Context: an optimization exercise on an open-source flow, tuned for small area, a short achievable clock period and few clock cycles. The choices shown serve that exercise and are no tape-out recipe.
Function was checked by simulation only, so behaviour that the tests miss may differ from the original.

job 4432:
==> flow/design.v <==
module rca #(parameter N = 32) (
	input  [N-1:0] a,
	input  [N-1:0] b,
	input          ci,
	output [N-1:0] s,
	output         co
);
wire [N:0] c;
assign c[0] = ci;
genvar i;
generate for (i = 0; i < N; i = i + 1) begin : g
	assign s[i]   = a[i] ^ b[i] ^ c[i];
	assign c[i+1] = (a[i] & b[i]) | (a[i] & c[i]) | (b[i] & c[i]);
end endgenerate
assign co = c[N];
endmodule
module csa #(parameter N = 32) (
	input  [N-1:0] x,
	input  [N-1:0] y,
	input  [N-1:0] z,
	output [N-1:0] s,
	output [N-1:0] c
);
assign s = x ^ y ^ z;
wire [N-1:0] m = (x & y) | (x & z) | (y & z);
assign c = {m[N-2:0], 1'b0};
endmodule
module clz32 (
	input  [31:0] x,
	output reg [4:0] n
);
integer i;
always @(*) begin
	n = 5'd0;
	for (i = 0; i < 32; i = i + 1)
		if (x[i]) n = 5'd31 - i[4:0];
end
endmodule
module alu_unit (
	input  wire        clk,
	input  wire        rst,
	input  wire        start,
	input  wire [31:0] op1,
	input  wire [31:0] op2,
	input  wire [3:0]  selALU,
	output wire        done,
	output wire [31:0] result
);
reg [31:0] res;    
reg [31:0] ra;     
reg [31:0] rb;     
reg        rdone;
reg        busy;
reg        mdiv;   
reg        first;  
reg [4:0]  cnt;    
assign result = res;
assign done   = rdone;
wire        inv = selALU[0] | selALU[3];
wire [32:0] s   = {1'b0, op1} + {1'b0, op2 ^ {32{inv}}} + {32'b0, inv};
wire        lt  = ~s[32];
wire        eq  = (op1 == op2);
wire        gt  = ~lt & ~eq;
wire        z1  = ~|op1;
wire        z2  = ~|op2;
reg [31:0] r0;
always @(*) begin
	case (selALU)
		4'd0, 4'd1: r0 = s[31:0];
		4'd3:       r0 = {32{z2}};
		4'd6:       r0 = ~op1;
		4'd10:      r0 = {32{eq}};
		4'd11:      r0 = {32{~eq}};
		4'd12:      r0 = {32{gt}};
		4'd13:      r0 = {32{lt}};
		default:    r0 = 32'd0;
	endcase
end
wire is_mul   = (selALU == 4'd2);
wire is_div   = (selALU == 4'd3);
wire mul_long = is_mul & ~z1 & ~z2;
wire div_long = is_div & ~z2 & ~lt;
wire [4:0] lza, lzb;
clz32 u_lza (.x(ra), .n(lza));
clz32 u_lzb (.x(rb), .n(lzb));
wire        swap = first & (lza > lzb);
wire [31:0] mx   = swap ? rb : ra;
wire [31:0] my   = swap ? ra : rb;
wire [31:0] pp0 = my[0] ? mx        : 32'd0;
wire [31:0] pp1 = my[1] ? (mx << 1) : 32'd0;
wire [31:0] pp2 = my[2] ? (mx << 2) : 32'd0;
wire [31:0] pp3 = my[3] ? (mx << 3) : 32'd0;
wire [31:0] s1, c1, s2, c2, s3, c3, mp;
wire        mco;
csa #(32) u_c1 (.x(res), .y(pp0), .z(pp1), .s(s1), .c(c1));
csa #(32) u_c2 (.x(s1),  .y(c1),  .z(pp2), .s(s2), .c(c2));
csa #(32) u_c3 (.x(s2),  .y(c2),  .z(pp3), .s(s3), .c(c3));
rca #(32) u_ma (.a(s3), .b(c3), .ci(1'b0), .s(mp), .co(mco));
wire mul_last = ~|my[31:4];
wire [4:0]  sh  = first ? (lzb - lza) : 5'd0;
wire [31:0] dv  = rb << sh;
wire [4:0]  ce  = first ? sh : cnt;
wire [31:0] dt;
wire        dge;
rca #(32) u_ds (.a(ra), .b(~dv), .ci(1'b1), .s(dt), .co(dge));
wire div_last = (ce == 5'd0);
always @(posedge clk) begin
	if (start) begin
		res   <= r0;
		ra    <= op1;
		rb    <= op2;
		mdiv  <= is_div;
		first <= 1'b1;
	end else begin
		first <= 1'b0;
		if (mdiv) begin
			res <= {res[30:0], dge};
			ra  <= dge ? dt : ra;
			rb  <= dv >> 1;
			cnt <= ce - 5'd1;
		end else begin
			res <= mp;
			ra  <= mx << 4;
			rb  <= my >> 4;
		end
	end
	if (rst) begin
		rdone <= 1'b0;
		busy  <= 1'b0;
	end else if (start) begin
		rdone <= ~(mul_long | div_long);
		busy  <= mul_long | div_long;
	end else if (busy & (mdiv ? div_last : mul_last)) begin
		rdone <= 1'b1;
		busy  <= 1'b0;
	end else begin
		rdone <= 1'b0;
	end
end
endmodule
==> flow/config.mk <==
export PLATFORM = sky130hd
export DESIGN_NAME = alu_unit
export DESIGN_NICKNAME = alu_unit
export VERILOG_FILES = /design/flow/design.v
export SDC_FILE = /design/flow/constraint.sdc
export NUM_CORES = 4
export LEC_CHECK = 0
export CAP_MARGIN = 20
export CORE_MARGIN = 2
export CORE_UTILIZATION = 40
export SLEW_MARGIN = 20
==> flow/constraint.sdc <==
create_clock -name core_clock -period 85.0 [get_ports {clk}]
set_input_delay 17.0000 -clock core_clock [delete_from_list [all_inputs] [get_ports {clk}]]
set_output_delay 17.0000 -clock core_clock [all_outputs]
set_load 0.01 [all_outputs]
standard.sh (not shown) runs the stock make flow with config.mk's settings and CLKGATE_MAP_FILE= SYNTH_SCRIPT=/design/flow/synth_recipe.tcl, a recipe that flattens the netlist after the stock synthesis.
==> flow/flow/run.sh <==
#!/bin/bash
# Standard ORFS layout, with the timing repair steps asked to leave
# SETUP_SLACK_MARGIN ns of setup slack so that they work on the paths
# that set the achieved period. Constraints and clock are the standard flow's own.
set -euo pipefail
export SETUP_SLACK_MARGIN=$(cat flow/margin.txt)
bash standard.sh > standard.log 2>&1
==> flow/flow/margin.txt <==
65
Testbench counts of job 4432, summed over its fixed seeds: cycles 69,196.
diff inputs: job 4432 => job 8098
==> flow/run.sh (new file) <==
#!/bin/bash
# synth_recipe.tcl (not shown) runs the flow's synth.tcl, then flattens the netlist and writes it again
# the make line also repeats each setting of config.mk as NAME=value (left out here)
make -C /OpenROAD-flow-scripts/flow DESIGN_CONFIG=/design/flow/config.mk WORK_HOME=/design/flow/orfs CLKGATE_MAP_FILE= SYNTH_SCRIPT=/design/flow/synth_recipe.tcl finish
removed: flow/flow/run.sh
removed: flow/flow/margin.txt
removed: flow/standard.sh
==> results.txt <==
Min clock-buffer cell count across job 4432 and job 8098: job 4432
From job 4432 to job 8098, number of buffers created by CTS did not move at all.
Relative to job 4432, the worst endpoint data arrival time of job 8098 is higher by 1.96 ns.
Compare job 4432 and job 8098 | via count of the first global-routing pass higher: job 4432
Job 8098 has area growth from synthesis to final layout below what job 4432 had.
Diff job 4432 -> job 8098 | wire length of the first global-routing pass | down slightly
Edits applied to the flow inputs when going from job 8098 to job 8779:
Settings: changing CORE_UTILIZATION from 40 to 55; setting ABC_AREA to 1 for the first time.
==> flow/flow/run.sh (new file) <==
#!/bin/bash
# Standard ORFS layout, with the timing repair steps asked to leave
# SETUP_SLACK_MARGIN ns of setup slack so that they work on the paths
# that set the achieved period. Constraints and clock are the standard flow's own.
set -euo pipefail
export SETUP_SLACK_MARGIN=$(cat flow/margin.txt)
bash standard.sh > standard.log 2>&1
==> flow/flow/margin.txt (new file) <==
65
==> flow/standard.sh (new file) <==
#!/bin/bash
# synth_recipe.tcl (not shown) runs the flow's synth.tcl, then flattens the netlist and writes it again
# the make line also repeats each setting of config.mk as NAME=value (left out here)
make -C /OpenROAD-flow-scripts/flow DESIGN_CONFIG=/design/flow/config.mk WORK_HOME=/design/flow/orfs CLKGATE_MAP_FILE= SYNTH_SCRIPT=/design/flow/synth_recipe.tcl "${@:-finish}"
removed: flow/run.sh
Results
- Run comparison: job 8779 last element of the critical path res[24]; job 8098 last element of the critical path res[20]
- Job 8098 → job 8779: met3 track utilization from global routing went up, per-instance average area after synthesis went down, final design utilization went up, setup slack went up.
- Per the comparison of job 8779 with job 8098, average detailed-routed wire length per instance lower; inverter count of the layout excluding clock inverters increased by 134 relative to the old numbers.

what the ideal ports hide:
Ports are ideal in the flow. The routed layouts listed here were re-timed in OpenROAD. Step 1 sets driving cells, clkbuf_16 on the clock port and buf_2 on the other inputs (assumed; they add their load-dependent delay and slew). Step 2 times the ports against the registers' clock, not the clock port: input delays grow and output delays shrink by t, the midpoint of the rising clock arrivals with the driver on. a / b / c = ideal / step 1 / step 2; a / b = the first two.
run | t, ns | setup slack, ns | worst slew at a driven data input, ns
job 4432 | 0.421 | 65.049 / 65.065 / 64.644 | 0.04
job 8098 | 0.420 | 63.056 / 63.079 / 62.659 | 0.04
job 8779 | 0.410 | 65.102 / 65.128 / 64.718 | 0.05
After both steps every run listed still meets setup and hold. The setup slack of job 4432, which loses most, moves by +0.016 ns with the drivers and by -0.405 ns with both steps.
